From an optimization exercise on the open Yosys and OpenROAD flow, aimed at small area, a short achievable clock period and few clock cycles; shortcuts taken in it are not production practice. Function was checked by simulation only, so behaviour that the tests miss may differ from the original. Power figures rest on the tool's default switching activity, not on a simulated workload.

==> build 86: inputs <==
// std_fp_smult_pipe
module std_fp_smult_pipe #(
    parameter WIDTH = 32,
    parameter INT_WIDTH = 16,
    parameter FRAC_WIDTH = 16
) (
    input  [WIDTH-1:0]              left,
    input  [WIDTH-1:0]              right,
    input  logic                    reset,
    input  logic                    go,
    input  logic                    clk,
    output logic [WIDTH-1:0]        out,
    output logic                    done
);
Settings: LEC_CHECK=0, CAP_MARGIN=20, CORE_MARGIN=2, CORE_UTILIZATION=40, SETUP_SLACK_MARGIN=3.0, SLEW_MARGIN=20, SYNTH_HIERARCHICAL=1; clock period 7.5 ns.
standard.sh (not shown) runs the stock make flow with config.mk's settings and CLKGATE_MAP_FILE= SYNTH_SCRIPT=/design/flow/synth_recipe.tcl, a recipe that flattens the netlist after the stock synthesis.
==> flow/flow/run.sh <==
#!/bin/bash
# Layout flow: the standard ORFS flow (standard.sh, unchanged synthesis),
# with extra ORFS variables from flow/extra.env (port buffer cell choice and
# timing-repair options). Each tool's full output is in orfs/logs/...; the
# make output is in standard.log.
set -euo pipefail
here=$(pwd)
set -a
source "$here/flow/extra.env"
set +a
bash "$here/standard.sh" > "$here/standard.log" 2>&1
==> flow/flow/extra.env <==
BUFFER_PORTS_ARGS="-buffer_cell sky130_fd_sc_hd__buf_2"
==> trial 62 (differences from build 86) <==
==> flow/run.sh (new file) <==
#!/bin/bash
# synth_recipe.tcl (not shown) runs the flow's synth.tcl, then flattens the netlist and writes it again
# the make line also repeats each setting of config.mk as NAME=value (left out here)
make -C /OpenROAD-flow-scripts/flow DESIGN_CONFIG=/design/flow/config.mk WORK_HOME=/design/flow/orfs CLKGATE_MAP_FILE= SYNTH_SCRIPT=/design/flow/synth_recipe.tcl finish
Settings changed: CORE_UTILIZATION 40 to 60, PLACE_DENSITY set to 0.7, SETUP_SLACK_MARGIN 3.0 to 2.0.
removed: flow/flow/run.sh
removed: flow/flow/extra.env
removed: flow/standard.sh
==> comparison table <==
quantity                                                                    trial 62      build 86
Run status                                                  timing/DRC/antenna clean  timing/DRC/antenna clean
M1 WL                                                                       28900 um      33210 um
Global Route met2 Usage                                                       0.5988        0.4947
Post-Place Worst Slack                                                       1090 ps       1415 ps
Chip height                                                                 189.5 um      231.2 um
Critical Path Sink Type                                                     register   output port
Clock group                                                               0.000475 W    0.000542 W
Global placement routability congestion                                       0.9547        0.9113
Via density per instance                                                       6.967         6.437
Worst Setup EP                                                                 r27_1       out[29]
Arrival time at the worst endpoint                                           5750 ps       3460 ps
ClkCell Share                                                                0.01324       0.01316
Post-CTS sizing                                                                   33           305
Period utilization                                                            0.7342        0.6620
Count of multi-input gates                                                      1690          1702
Total routed wirelength                                                     70660 um      85400 um
Count of antenna diodes in the layout                                              2             0
Post-placement cell area                                                0.02266 mm^2  0.02259 mm^2
Wire length of the first global-routing pass                               107100 um     124600 um
Clock-pin slew of the registers on the worst-case setup and hold paths         60 ps         70 ps
Proportion of cell area occupied by multi-input gates                         0.8190        0.7644
Peak supply drop                                                            1.031 mV     0.3132 mV
Testbench counts of build 86, summed over its fixed seeds: cycles 4,008.
Testbench counts of trial 62, summed over its fixed seeds: cycles 4,008.

* * *

==> job 1489: inputs <==
std_fp_smult_pipe, a different RTL version from the one above (not shown whole).
Settings: LEC_CHECK=0, CAP_MARGIN=20, CORE_MARGIN=2, CORE_UTILIZATION=40, GPL_TIMING_DRIVEN=0, SETUP_SLACK_MARGIN=2.5, SLEW_MARGIN=20, SYNTH_HIERARCHICAL=1; clock period 7.5 ns.
==> flow/flow/run.sh <==
#!/bin/bash
# Layout flow: the standard ORFS flow (standard.sh, unchanged synthesis),
# with extra ORFS variables from flow/extra.env (port buffer cell choice and
# timing-repair options). Each tool's full output is in orfs/logs/...; the
# make output is in standard.log.
set -euo pipefail
here=$(pwd)
set -a
source "$here/flow/extra.env"
set +a
bash "$here/standard.sh" > "$here/standard.log" 2>&1
==> flow/flow/extra.env <==
BUFFER_PORTS_ARGS="-buffer_cell sky130_fd_sc_hd__buf_4"
==> job 7526: changes against job 1489 <==
==> flow/flow/extra.env (replaced) <==
BUFFER_PORTS_ARGS="-buffer_cell sky130_fd_sc_hd__buf_2"
Settings changed: GPL_TIMING_DRIVEN 0 to not set.
==> job 7178: changes against job 1489 <==
Settings changed: CTS_BUF_LIST set to sky130_fd_sc_hd__clkbuf_8, CTS_CLUSTER_SIZE set to 30, GPL_TIMING_DRIVEN 0 to not set.
==> qor summary <==
Clock power share: job 7178 0.033; job 7526 0.042; job 1489 0.039
Initial DRT Pass Iterations: job 7178 5; job 7526 6; job 1489 6
Plain + repair buffers: job 7178 147; job 7526 179; job 1489 191
Overall via count from detail_route: job 7178 16100; job 7526 16300; job 1489 16500
Fin crit period: job 7178 4980 ps; job 7526 5000 ps; job 1489 4960 ps
Vias in the first global route: job 7178 17100; job 7526 17500; job 1489 17400
Area overhead of the layout relative to synthesis: job 7178 12.4%; job 7526 13.5%; job 1489 16.3%
GR Util met1: job 7178 0.348; job 7526 0.348; job 1489 0.345
CP Launch Point: job 7178 right[21]; job 7526 right[21]; job 1489 right[27]
Resized Gates After CTS: job 7178 41; job 7526 41; job 1489 58
Leakage power of the design: job 7178 9.93 nW; job 7526 10.1 nW; job 1489 10.3 nW
Sum of met3 wire segment lengths after detailed routing: job 7178 5580 um; job 7526 5790 um; job 1489 6520 um
Post-detailed-routing wire length: job 7178 68200 um; job 7526 71300 um; job 1489 69900 um
Design area: job 7178 23000 um2; job 7526 23300 um2; job 1489 23800 um2
Power, Total: job 7178 10.6 mW; job 7526 10.3 mW; job 1489 11.6 mW
Power dissipated in combinational cells: job 7178 9.33 mW; job 7526 8.99 mW; job 1489 10.3 mW
Stage delay of the slowest cell on the critical path: job 7178 580 ps; job 7526 610 ps; job 1489 540 ps
Total sequential power: job 7178 886 uW; job 7526 888 uW; job 1489 889 uW
VDD IR max: job 7178 0.276 mV; job 7526 0.280 mV; job 1489 0.287 mV
Internal power: job 7178 5.44 mW; job 7526 5.19 mW; job 1489 6.31 mW
Fmax: job 7178 201 MHz; job 7526 200 MHz; job 1489 202 MHz
Tightest slew margin relative to the limit: job 7178 0.510; job 7526 0.473; job 1489 0.434
Run status: job 7178 timing/DRC/antenna clean; job 7526 timing/DRC/antenna clean; job 1489 timing/DRC/antenna clean
Testbench counts of job 1489, summed over its fixed seeds: cycles 4,008.
Testbench counts of job 7526, summed over its fixed seeds: cycles 4,008.
Testbench counts of job 7178, summed over its fixed seeds: cycles 4,008.

re-timing with driven ports:
The results above use ideal ports. As a check the final layouts listed here were re-extracted and re-timed, cells and wires unchanged.
Step 1 assumes that a clkbuf_16 drives the clock port and a buf_2 every other input.
Step 2 also shifts input and output timing later by t, the mid clock arrival at the registers, as if the neighbouring blocks saw the same clock.
Three values: ideal, step 1, step 2; two values: the first two.
run | t (ns) | setup WS [ns] | hold WS [ns]
build 86 | 0.433 | 2.535 / 2.477 / 2.233 | 1.270 / 1.232 / 1.666
trial 62 | 0.429 | 1.993 / 1.949 / 1.591 | 1.660 / 1.627 / 2.056
job 1489 | 0.438 | 2.541 / 2.441 / 2.003 | 1.269 / 1.239 / 1.677
job 7526 | 0.438 | 2.505 / 2.507 / 2.069 | 1.275 / 1.239 / 1.677
job 7178 | 0.490 | 2.515 / 2.482 / 2.015 | 1.211 / 1.188 / 1.678
After both steps every run listed still meets setup and hold. The setup slack of job 1489, which loses most, moves by -0.100 ns with the drivers and by -0.538 ns with both steps.
